This is an optimization exercise on Yosys and OpenROAD, whose aim is small area, a short achievable clock period and few clock cycles per item, not a production implementation. Function was checked by simulation only, so behaviour that the tests miss may differ from the original. No activity file was given, so power comes from the tool's default toggle rates.

### flow/run.sh
#!/bin/bash
# synth_recipe.tcl (not shown) runs the flow's synth.tcl, then flattens the netlist and writes it again
# the make line also repeats each setting of config.mk as NAME=value (left out here)
make -C /OpenROAD-flow-scripts/flow DESIGN_CONFIG=/design/flow/config.mk WORK_HOME=/design/flow/orfs CLKGATE_MAP_FILE= SYNTH_SCRIPT=/design/flow/synth_recipe.tcl finish
### flow/config.mk
export PLATFORM = sky130hd
export DESIGN_NAME = MDU
export DESIGN_NICKNAME = MDU
export VERILOG_FILES = /design/flow/design.v
export SDC_FILE = /design/flow/constraint.sdc
export NUM_CORES = 4
export LEC_CHECK = 0
export CAP_MARGIN = 20
export CORE_MARGIN = 2
export CORE_UTILIZATION = 40
export SETUP_SLACK_MARGIN = 0.5
export SLEW_MARGIN = 20
### flow/constraint.sdc
create_clock -name core_clock -period 8.0 [get_ports {clock}]
set_input_delay 1.6000 -clock core_clock [delete_from_list [all_inputs] [get_ports {clock}]]
set_output_delay 1.6000 -clock core_clock [all_outputs]
set_load 0.01 [all_outputs]
### flow/design.v
module MDU(
  input         clock,
  input         reset,
  input  [3:0]  io_mdu_op,
  input         io_rv64,
  input  [63:0] io_src1,
  input  [63:0] io_src2,
  output        io_result_ok,
  output [63:0] io_result,
  input         io_is_lsu,
  input         io_lsu_ok
);
  wire  w_signed = io_mdu_op == 4'h5 | io_mdu_op == 4'h7;
  wire [63:0] op_src1 = io_rv64 ? {{32{w_signed & io_src1[31]}}, io_src1[31:0]} : io_src1;
  wire [63:0] op_src2 = io_rv64 ? {{32{w_signed & io_src2[31]}}, io_src2[31:0]} : io_src2;
  wire  src1_is_neg = op_src1[63];  
  wire  src2_is_neg = op_src2[63];  
  wire [63:0] _src1_abs_T = ~op_src1;  
  wire [63:0] _src1_abs_T_2 = _src1_abs_T + 64'h1;  
  wire [63:0] src1_abs = src1_is_neg ? _src1_abs_T_2 : op_src1;  
  wire [63:0] _src2_abs_T = ~op_src2;  
  wire [63:0] _src2_abs_T_2 = _src2_abs_T + 64'h1;  
  wire [63:0] src2_abs = src2_is_neg ? _src2_abs_T_2 : op_src2;  
  wire  is_mul = io_mdu_op == 4'h1 | io_mdu_op == 4'h2 | io_mdu_op == 4'h3 | io_mdu_op == 4'h4;  
  wire  is_div = io_mdu_op == 4'h5 | io_mdu_op == 4'h6 | io_mdu_op == 4'h7 | io_mdu_op == 4'h8;  
  wire  _src1_need_neg_T_5 = 4'h3 == io_mdu_op ? src1_is_neg : 4'h2 == io_mdu_op & src1_is_neg;  
  wire  _src1_need_neg_T_7 = 4'h4 == io_mdu_op ? 1'h0 : _src1_need_neg_T_5;  
  wire  _src1_need_neg_T_9 = 4'h5 == io_mdu_op ? src1_is_neg : _src1_need_neg_T_7;  
  wire  _src1_need_neg_T_11 = 4'h6 == io_mdu_op ? 1'h0 : _src1_need_neg_T_9;  
  wire  _src1_need_neg_T_13 = 4'h7 == io_mdu_op ? src1_is_neg : _src1_need_neg_T_11;  
  wire  src1_need_neg = 4'h8 == io_mdu_op ? 1'h0 : _src1_need_neg_T_13;  
  wire [63:0] src1_final = src1_need_neg ? src1_abs : op_src1;  
    wire  _src2_need_neg_T_5 = 4'h3 == io_mdu_op ? 1'h0 : 4'h2 == io_mdu_op & src2_is_neg;  
  wire  _src2_need_neg_T_7 = 4'h4 == io_mdu_op ? 1'h0 : _src2_need_neg_T_5;  
  wire  _src2_need_neg_T_9 = 4'h5 == io_mdu_op ? src2_is_neg : _src2_need_neg_T_7;  
  wire  _src2_need_neg_T_11 = 4'h6 == io_mdu_op ? 1'h0 : _src2_need_neg_T_9;  
  wire  _src2_need_neg_T_13 = 4'h7 == io_mdu_op ? src2_is_neg : _src2_need_neg_T_11;  
  wire  src2_need_neg = 4'h8 == io_mdu_op ? 1'h0 : _src2_need_neg_T_13;  
  wire [63:0] src2_final = src2_need_neg ? src2_abs : op_src2;  
  wire  is_rem = io_mdu_op == 4'h7 | io_mdu_op == 4'h8;
  wire  result_is_neg = is_rem ? src1_need_neg : (src1_need_neg ^ src2_need_neg) & (is_mul | |op_src2);
  reg [1:0] state;  
  reg [5:0] count;  
  wire [5:0] count_reverse = 6'h3f - count;  
  reg [127:0] result_reg;  
  reg [127:0] divisor_reg;  
  reg [63:0] div_result_reg;  
  reg  wait_lsu;  
  wire  _GEN_0 = io_is_lsu & state == 2'h0 | wait_lsu;  
  wire  _T_2 = 2'h0 == state;  
  wire [127:0] _result_reg_T = {64'h0,src1_final};  
  wire [128:0] _result_reg_T_1 = {_result_reg_T, 1'h0};  
  wire [127:0] _divisor_reg_T = {src2_final,64'h0};  
  wire [128:0] _GEN_3 = is_div ? _result_reg_T_1 : {{1'd0}, result_reg};  
  wire [63:0] _GEN_5 = is_div ? 64'h0 : div_result_reg;  
  wire [128:0] _GEN_7 = is_mul ? 129'h0 : _GEN_3;  
  wire [63:0] _GEN_9 = is_mul ? div_result_reg : _GEN_5;  
  wire  _T_3 = 2'h1 == state;  
  wire [63:0] _T_4 = src2_final >> count_reverse;  
  wire [128:0] _result_reg_T_2 = {result_reg, 1'h0};  
  wire [128:0] _GEN_38 = {{65'd0}, src1_final};  
  wire [128:0] _result_reg_T_4 = _result_reg_T_2 + _GEN_38;  
  wire [128:0] _GEN_10 = _T_4[0] ? _result_reg_T_4 : _result_reg_T_2;  
  wire  _T_7 = count == 6'h3f;  
  wire [5:0] _count_T_1 = count + 6'h1;  
  wire [1:0] _GEN_11 = count == 6'h3f ? 2'h3 : state;  
  wire [5:0] _GEN_12 = count == 6'h3f ? count : _count_T_1;  
  wire  _T_8 = 2'h2 == state;  
  wire  _T_12 = result_reg[127:64] >= divisor_reg[127:64];  
  wire [127:0] _result_reg_T_7 = result_reg - divisor_reg;  
  wire [64:0] _div_result_reg_T = {div_result_reg, 1'h0};  
  wire [64:0] _div_result_reg_T_2 = _div_result_reg_T + 65'h1;  
  wire [127:0] _GEN_13 = result_reg[127:64] >= divisor_reg[127:64] ? _result_reg_T_7 : result_reg;  
  wire [64:0] _GEN_14 = result_reg[127:64] >= divisor_reg[127:64] ? _div_result_reg_T_2 : _div_result_reg_T;  
  wire [128:0] _result_reg_T_10 = {_result_reg_T_7, 1'h0};  
  wire [128:0] _GEN_15 = _T_12 ? _result_reg_T_10 : _result_reg_T_2;  
  wire [128:0] _GEN_18 = _T_7 ? {{1'd0}, _GEN_13} : _GEN_15;  
  wire [64:0] _GEN_19 = _T_7 ? _GEN_14 : _GEN_14;  
  wire  _T_16 = 2'h3 == state;  
  wire [1:0] _GEN_21 = ~wait_lsu | wait_lsu & io_lsu_ok ? 2'h0 : state;  
  wire [5:0] _GEN_22 = ~wait_lsu | wait_lsu & io_lsu_ok ? 6'h0 : count;  
  wire [1:0] _GEN_23 = _T_16 ? _GEN_21 : state;  
  wire [5:0] _GEN_24 = _T_16 ? _GEN_22 : count;  
  wire [128:0] _GEN_26 = _T_8 ? _GEN_18 : {{1'd0}, result_reg};  
  wire [64:0] _GEN_27 = _T_8 ? _GEN_19 : {{1'd0}, div_result_reg};  
  wire [128:0] _GEN_29 = _T_3 ? _GEN_10 : _GEN_26;  
  wire [64:0] _GEN_32 = _T_3 ? {{1'd0}, div_result_reg} : _GEN_27;  
  wire [128:0] _GEN_34 = _T_2 ? _GEN_7 : _GEN_29;  
  wire [64:0] _GEN_36 = _T_2 ? {{1'd0}, _GEN_9} : _GEN_32;  
  wire [63:0] _tmp_result_T_1 = ~result_reg[63:0];  
  wire [63:0] _tmp_result_T_3 = _tmp_result_T_1 + 64'h1;  
  wire [63:0] _tmp_result_T_5 = result_is_neg ? _tmp_result_T_3 : result_reg[63:0];  
  wire [63:0] _tmp_result_T_7 = ~result_reg[127:64];  
  wire [63:0] _tmp_result_T_9 = _tmp_result_T_7 + {63'h0, result_reg[63:0] == 64'h0};  
  wire [63:0] _tmp_result_T_11 = result_is_neg ? _tmp_result_T_9 : result_reg[127:64];  
  wire [63:0] _tmp_result_T_24 = ~div_result_reg;  
  wire [63:0] _tmp_result_T_26 = _tmp_result_T_24 + 64'h1;  
  wire [63:0] _tmp_result_T_27 = result_is_neg ? _tmp_result_T_26 : div_result_reg;  
  wire [63:0] _tmp_result_T_45 = 4'h1 == io_mdu_op ? _tmp_result_T_5 : 64'h0;  
  wire [63:0] _tmp_result_T_47 = 4'h2 == io_mdu_op ? _tmp_result_T_11 : _tmp_result_T_45;  
  wire [63:0] _tmp_result_T_49 = 4'h3 == io_mdu_op ? _tmp_result_T_11 : _tmp_result_T_47;  
  wire [63:0] _tmp_result_T_51 = 4'h4 == io_mdu_op ? _tmp_result_T_11 : _tmp_result_T_49;  
  wire [63:0] _tmp_result_T_53 = 4'h5 == io_mdu_op ? _tmp_result_T_27 : _tmp_result_T_51;  
  wire [63:0] _tmp_result_T_55 = 4'h6 == io_mdu_op ? _tmp_result_T_27 : _tmp_result_T_53;  
  wire [63:0] _tmp_result_T_57 = 4'h7 == io_mdu_op ? _tmp_result_T_11 : _tmp_result_T_55;  
  wire [63:0] tmp_result = 4'h8 == io_mdu_op ? _tmp_result_T_11 : _tmp_result_T_57;  
  wire [31:0] io_result_hi = tmp_result[31] ? 32'hffffffff : 32'h0;  
  wire [31:0] io_result_lo = tmp_result[31:0];  
  wire [63:0] _io_result_T_2 = {io_result_hi,io_result_lo};  
  assign io_result_ok = state == 2'h3;  
  assign io_result = io_rv64 ? _io_result_T_2 : tmp_result;  
  always @(posedge clock) begin
    if (reset) begin  
      state <= 2'h0;  
    end else if (_T_2) begin  
      if (is_mul) begin  
        state <= 2'h1;  
      end else if (is_div) begin  
        state <= 2'h2;  
      end
    end else if (_T_3) begin  
      state <= _GEN_11;
    end else if (_T_8) begin  
      state <= _GEN_11;
    end else begin
      state <= _GEN_23;
    end
    if (reset) begin  
      count <= 6'h0;  
    end else if (!(_T_2)) begin  
      if (_T_3) begin  
        count <= _GEN_12;
      end else if (_T_8) begin  
        count <= _GEN_12;
      end else begin
        count <= _GEN_24;
      end
    end
    if (reset) begin  
      result_reg <= 128'h0;  
    end else begin
      result_reg <= _GEN_34[127:0];
    end
    if (reset) begin  
      divisor_reg <= 128'h0;  
    end else if (_T_2) begin  
      if (!(is_mul)) begin  
        if (is_div) begin  
          divisor_reg <= _divisor_reg_T;  
        end
      end
    end
    if (reset) begin  
      div_result_reg <= 64'h0;  
    end else begin
      div_result_reg <= _GEN_36[63:0];
    end
    if (reset) begin  
      wait_lsu <= 1'h0;  
    end else if (io_lsu_ok) begin  
      wait_lsu <= 1'h0;  
    end else begin
      wait_lsu <= _GEN_0;
    end
  end
endmodule
==> run summary <==
-- worst min path at each step --
stage / end / slack, ps / depth (start not counted)
CTS: divisor_reg[101] / 450 / 2
global placement: divisor_reg[124] / 440 / 2
global route: divisor_reg[126] / 470 / 2
floorplan: divisor_reg[101] / 430 / 2
finish: divisor_reg[126] / 450 / 2
detailed placement: divisor_reg[120] / 450 / 2
-- kinds of logic (layout without fill, tap and decap cells) --
family | after synthesis | after routing | synth area share, %
compound gates | 1660 | 1660 | 34.0
xor+xnor | 376 | 376 | 10.4
fa+ha+maj | 140 | 140 | 5.58
buf+inv | 506 | 661 | 6.14
flops | 265 | 265 | 16.7
mux | 63 | 63 | 2.16
other cells | 0 | 2 | 0
simple gates | 1630 | 1630 | 25.0
-- timing repair --
action                                  4_1_cts  5_1_grt
cloned                                        0        0
endpoints found under the setup margin       46       90
resized for setup                            86       80
pin swaps                                    28       32
buffers inserted                              7       10
-- where the power goes --
part	switching, mW	total (mW)	internal (mW)	leakage (nW)
logic	8.76	13.7	4.98	11.6
clock network	0.662	1.58	0.919	0.548
registers	0.520	2.12	1.60	2.16
-- Yosys cell counts (all sizes together), types with 88 or more instances --
library cell	number	area share (%)
inv	142	1.7
nor3	140	2.2
a22oi	91	2.2
a21oi	461	7.3
dfxtp	265	17
xnor2	210	5.8
nand3	122	1.9
clkbuf	321	3.8
a221oi	88	2.5
ha	138	5.5
nand2	423	5.0
o21ai	363	5.7
a21o	88	2.1
xor2	166	4.6
nor2	464	5.5
-- cell usage in the layout (no fill, tap or decap), types with 135 or more instances in the layout --
cell type / Yosys / final
nor2_1: 464 / 450
a21oi_1: 460 / 450
nand2_1: 423 / 422
o21ai_0: 355 / 341
dfxtp_1: 265 / 265
buf_4: 2 / 247
xnor2_1: 210 / 207
clkdlybuf4s50_1: 0 / 176
xor2_1: 166 / 165
inv_1: 142 / 141
ha_1: 138 / 135
-- layout make-up --
| type | count | area (sq um) |
|---|---|---|
| multi-input cells | 3869 | 25100 |
| repair buffers | 458 | 4070 |
| flip-flops and latches | 265 | 5310 |
| well taps | 1050 | 1310 |
| fillers | 8057 | 41200 |
| clock buffers | 49 | 1020 |
| clock inverters | 11 | 92.6 |
| diodes | 2 | 5.00 |
| inverters | 143 | 537 |
-- per-stage QoR --
stage	power, mW	hold WS, ps
2_1_floorplan	11.2	432
3_3_place_gp	15.2	442
3_5_place_dp	15.2	446
4_1_cts	17.0	454
5_1_grt	18.6	470
6_report	17.4	454
-- per-layer routing --
metal	vias to the layer above	global-route usage, %
li1	17600	-
met1	17900	43.2
met2	1856	54.0
met3	398	4.68
met4	0	21.3
met5	-	0
-- worst max-delay path: stages --
cell             delay [ps]
clkdlybuf4s50_1         500
or4_4                   620
nor4_4                  330
and3_4                  290
o2111ai_2               220
o31ai_4                 330
buf_12                  170
nor2_1                   70
xnor2_2                 160
o22ai_1                 150
a21oi_1                  80
and2_1                  230
buf_12                  170
a41oi_1                 350
clkdlybuf4s50_1         630
==> flow_metrics.tcl <==
set metrics [dict create \
    portBuffers 201 \
    post-route-util_pct 47.6 \
    syn_area_per_cell_sq_um 6.83 \
    syn-num-nets 4917 \
    synth_seq_cells 265 \
    cts_sinks 265 \
    path_max_fanout 32 \
    ys_async_sr_fraction_pct 0 \
    antenna_found_initial 1 \
    final_cell_area_sq_mm 0.0375 \
    crit_start "io_src2[13]" \
    syn_inst 4640 \
    yosysSeqAreaShare_pct 16.7 \
    root_buffer "clkbuf_16" \
    end_kind "output port" \
    grt_max_degree 89 \
    fin_cells 5847 \
    arrival_ps 5920 \
    r2r_cells 17 \
    syn2layout_area_growth_pct 18.4 \
    place.gp.congestion 1.03 \
    first_global_vias 34900 \
    die_area_sq_mm 0.0815 \
    routed.top_layer "met4" \
    reg2reg_from "result_reg[64]" \
    start_util_pct 40.2 \
    core_area_sq_mm 0.0787 \
    nets 5049 \
    reg2reg_slack_ps 2480 \
    tightest_slew_ps 1060 \
    ys_warn_count 1 \
    clk_pin_slew_ps 60 \
    setup.worst_path.end "io_result[47]" \
    dp_hpwl_um 110000 \
    die_h_um 285 \
    fin_crit_sh_pct 94.0 \
    dp.cells 5768 \
    synth_area_sq_mm 0.0317 \
    largest_reg_flops 128 \
    rows 103 \
    cts_buffer_depth 3 \
    postCtsHoldBufs 0 \
    finClkSkew_ps 36.0 \
    grt_usage_pct 33.9 \
    die_w_um 285 \
    place_ws_ps 3.14 \
    met2WireLength_um 63800 \
    synth_ff_type "dfxtp_1" \
    final.setup.tns_ps 0 \
    startpoint_type "input pin" \
    hold_violations 0 \
    hold_start "divisor_reg[126]" \
    required_ps 6400 \
    num_vias 37800 \
    cap_violations 0 \
    clock_latency_ps 560 \
    outcome "no timing/DRC/antenna violations" \
    firstDrtPassIters 6 \
    placed_area_sq_mm 0.0357 \
    wire_per_inst_um 24.6 \
    yosysUniqueCellTypes 94 \
    power_density_mw_per_mm2 465 \
    irDropWorstVdd_mv 1.27 \
    wl_met1_um 58300 \
    r2r_end "result_reg[115]" \
    slew_headroom_pct 29.5 \
    drc_errors 0 \
    cts_tree "built" \
    setup_violations 0 \
    layout_setup_ws_ps 476 \
    worstSetupPathType "in -> out" \
    synth_edf_count 0 \
    h-tree-depth 2 \
    p_leak_nw 14.4 \
    hold_path.class "reg -> reg" \
    antenna_left 0 \
    slew_violations 0 \
    drive_above_1_share_pct 10.8 \
    io_pins 202 \
    grt_pass1_wl_um 217000 \
    via_per_inst 6.46 \
    timing.fmax_mhz 133 \
    dr_wl_met3_um 11000 \
    overflow 0 \
    numCtsBuffers 35 \
    first_iter_violations 4025 \
    wl_um 144000 \
    rsz0062_at_grt "true" \
    fin_crit_ps 7520 \
]
Testbench counts, summed over its fixed seeds: cycles 158,400, ops 2,400.

## port drivers added, routing unchanged
No port has a modelled driver above. Below, the same layout with a new extraction and two added sets of constraints. Step 1 (the two cells are an assumption about what drives the block):
set clk [get_ports {clock}]
set_driving_cell -lib_cell sky130_fd_sc_hd__clkbuf_16 $clk
set_driving_cell -lib_cell sky130_fd_sc_hd__buf_2 [delete_from_list [all_inputs] $clk]
Step 2 adds t to the input delays and takes it off the output delays; t is the mean of the earliest and latest rising clock arrival at the registers after step 1. Input paths then give back, and output paths get back, about the clock's delay inside the block. Slacks: no drivers / after step 1 / after step 2; pairs: no drivers / after step 1.
t, ns: 0.609
setup WS [ns]: 0.476 / 0.447 / 0.179
clock arrival spread, ns: 0.036 / 0.036
cell pins on the clock port's net: 1
After both steps setup and hold are still met in this run. The setup slack of this run moves by -0.029 ns with the drivers and by -0.297 ns with both steps.
